This design comes from an exercise in tuning for small area, a short achievable clock period and few clock cycles on the open sky130 flow, not from production work. Power is estimated from default activity; no workload was simulated.

## v6
Design cpu8080, start of the top module:
module cpu8080(addr,      
               data_in,   
               data_out,  
               readmem,   
               writemem,  
               intr,      
               inta,      
               reset,     
               clock);
Size: ~2100 cells after synthesis, roughly 200 flip-flops, about 38 I/O pins, roughly 16000 um^2 of cells after synthesis.
export LEC_CHECK = 0
export CAP_MARGIN = 20
export CORE_MARGIN = 2
export CORE_UTILIZATION = 40
export PLACE_DENSITY = 0.6
export SETUP_SLACK_MARGIN = 3.0
export SLEW_MARGIN = 20
create_clock -name core_clock -period 7.0 [get_ports {clock}]
run.sh (not shown) runs the stock make flow with config.mk's settings and CLKGATE_MAP_FILE= SYNTH_SCRIPT=/design/flow/synth_recipe.tcl, a recipe that flattens the netlist after the stock synthesis.
What v7 does differently from v6 at the input level:
diff --git a/flow/design.v b/flow/design.v
--- a/flow/design.v
+++ b/flow/design.v
@@ -77,21 +77,21 @@
    wire [3:0] q_pl = rp == 2'd3 ? 4'd8 : {1'b0, rp, 1'b1};
    wire [3:0] q_ph = rp == 2'd3 ? 4'd7 : {1'b0, rp, 1'b0};
    always @* begin
       rd = 1'b0; wr = 1'b0; ia = 1'b0; fin = 1'b0;
       asel = 7'd0; dsel = 11'd0;
       case (st)
          S_F0: fin = 1'b1;
          S_IA: ia = 1'b1;
          S_HALT: ;
          S_EX: begin
-            if (i_hlt || i_dad || i_daa || i_pchl) ;
+            if (i_hlt || i_dad || i_daa) ;
             else if (i_movrm || i_alum || i_indm) begin rd = 1'b1; asel[P_HL] = 1'b1; end
             else if (i_movmr) begin wr = 1'b1; asel[P_HL] = 1'b1; dsel[ss] = 1'b1; end
             else if (i_alui || i_mvi || i_lxi || i_imm2) begin rd = 1'b1; asel[P_PC] = 1'b1; end
             else if (i_stax) begin wr = 1'b1; asel[P_DE] = ir[4]; asel[P_BC] = !ir[4]; dsel[Q_A] = 1'b1; end
             else if (i_ldax) begin rd = 1'b1; asel[P_DE] = ir[4]; asel[P_BC] = !ir[4]; end
             else if (i_ret || i_rcc || i_pop || i_xthl) begin rd = 1'b1; asel[P_SP] = 1'b1; end
             else if (i_push) begin wr = 1'b1; asel[P_SM2] = 1'b1; dsel[q_pl] = 1'b1; end
             else if (i_rst) begin wr = 1'b1; asel[P_SM2] = 1'b1; dsel[Q_PCL] = 1'b1; end
             else fin = 1'b1;
          end
@@ -116,28 +116,32 @@
          end
          S_3: begin
             if (i_shld) begin wr = 1'b1; asel[P_WZ] = 1'b1; dsel[Q_H] = 1'b1; end
             else if (i_lhld) begin rd = 1'b1; asel[P_WZ] = 1'b1; end
             else if (i_callx) begin wr = 1'b1; asel[P_SP] = 1'b1; dsel[Q_PCH] = 1'b1; end
             else if (i_xthl) begin wr = 1'b1; asel[P_SP] = 1'b1; dsel[Q_H] = 1'b1; end
             else fin = 1'b1;
          end
          default: fin = 1'b1;  
       endcase
-      if (fin) begin rd = 1'b1; asel = 7'd1; end
+      if (fin) begin
+         rd = 1'b1;
+         asel = (st == S_EX && i_pchl) ? 7'd2 : 7'd1;    
+      end
    end
    always @* begin
       isel = 5'b00001; idec = 1'b0;
       if (i_incx) begin
          isel = 5'b00000; isel[rp == 2'd3 ? 0 : rp + 1] = 1'b1;
          idec = ir[3];
       end else if (i_shld || i_lhld) isel = 5'b10000;
+      else if (i_pchl) isel = 5'b01000;
       else if (i_push || i_rst || i_callx) idec = 1'b1;
       else if (i_xthl) idec = st[1];
    end
    reg [2:0] aidx, bidx;
    reg       azero, bconst, bsp;
    always @* begin
       aidx = 3'd7; bidx = ss; aop = dd; azero = 1'b0; bconst = 1'b0;
       bsp = 1'b0; bk = 2'd0;
       if (i_movrr || i_xthl) begin           
          azero = 1'b1; aop = 3'd6;
@@ -531,28 +535,27 @@
       fAC <= fl_szp ? a_ac : fl_ac8 ? c8 : fAC_o;
       fCY <= fl_cya ? a_cy : fCY_o;
       if (reset) begin
          st <= S_F0;
          PC <= 16'd0;
          ei <= 1'b1;
       end else begin
          st <= st_n;
          if (fin) begin
             IR <= data_in;
-            PC <= pcinc;
+            PC <= (ex & i_pchl) ? idu : pcinc;
             ei <= (ex & i_ei) | (ei_eff & ~take);
          end else case (st)
          S_EX: begin
             if (i_alui || i_mvi || i_lxi || i_imm2) PC <= pcinc;
             if (i_lxi && rp == 2'd3) SP[7:0] <= data_in;
             if (i_retx || i_pop || i_push || i_rst) SP <= idu;
-            if (i_pchl) PC <= {H, L};
          end
          S_1: begin
             if (i_lxi && rp == 2'd3) SP[15:8] <= data_in;
             if (i_lxi || i_shld || i_lhld || i_sta || i_lda || i_call || i_ccc ||
                 (i_jcc && !cond)) PC <= pcinc;
             if (i_jmp || (i_jcc && cond) || i_retx) PC <= {data_in, Z};
             if (i_retx || i_pop || i_xthl || i_push || i_rst) SP <= idu;
             if (i_rst) PC <= {10'd0, dd, 3'd0};
          end
          S_2: begin
==> results.txt <==
v7 vs. v6: sequential-to-total area share from yosys stat went down by 0.96 points; fraction of the core area covered by cells at the end of the flow dropped 1.3 points; non-clock buffer count lost 36.
v6 ended up with SP[6] as its startpoint of the most critical setup path; v7 ended up with A[1].
On arrival time reported for the critical path endpoint: v7 sits above v6.
The die of v7 is larger than the one used in v6.
Diff v6 -> v7: cell area now sits higher; area after synthesis now sits higher.
Looking at net switching power figure across both flows, v7 is the weaker of the two, with v6 ahead.
Changes observed in v7 relative to v6: maximum net fanout on the critical path shows an increase of 6, fmax shows an increase of 1.6 MHz.
Function was not checked in any run of this note: the RTL went through the layout flow alone.

-- separate check: timing with driven ports --
No port has a modelled driver above. Below, the same layouts with a new extraction and two added sets of constraints. Step 1 sets driving cells, clkbuf_16 on the clock port and buf_2 on the other inputs (assumed; they add their load-dependent delay and slew). Step 2 also shifts input and output timing later by t, the mid clock arrival at the registers, as if the neighbouring blocks saw the same clock. Three values: ideal ports, drivers, drivers and shift; two values: the first two.
run	shift t [ns]	setup WS [ns]	hold slack, ns	worst register clock-pin slew, ns	worst data-port slew with drivers (ns)
v6	0.565	2.840 / 2.780 / 2.482	0.535 / 0.535 / 0.535	0.09 / 0.09	0.04
v7	0.553	2.868 / 2.868 / 2.480	0.551 / 0.551 / 0.551	0.09 / 0.09	0.03
After both steps setup and hold are still met in every run listed. The setup slack of v7, which loses most, moves by 0.000 ns with the drivers and by -0.388 ns with both steps.
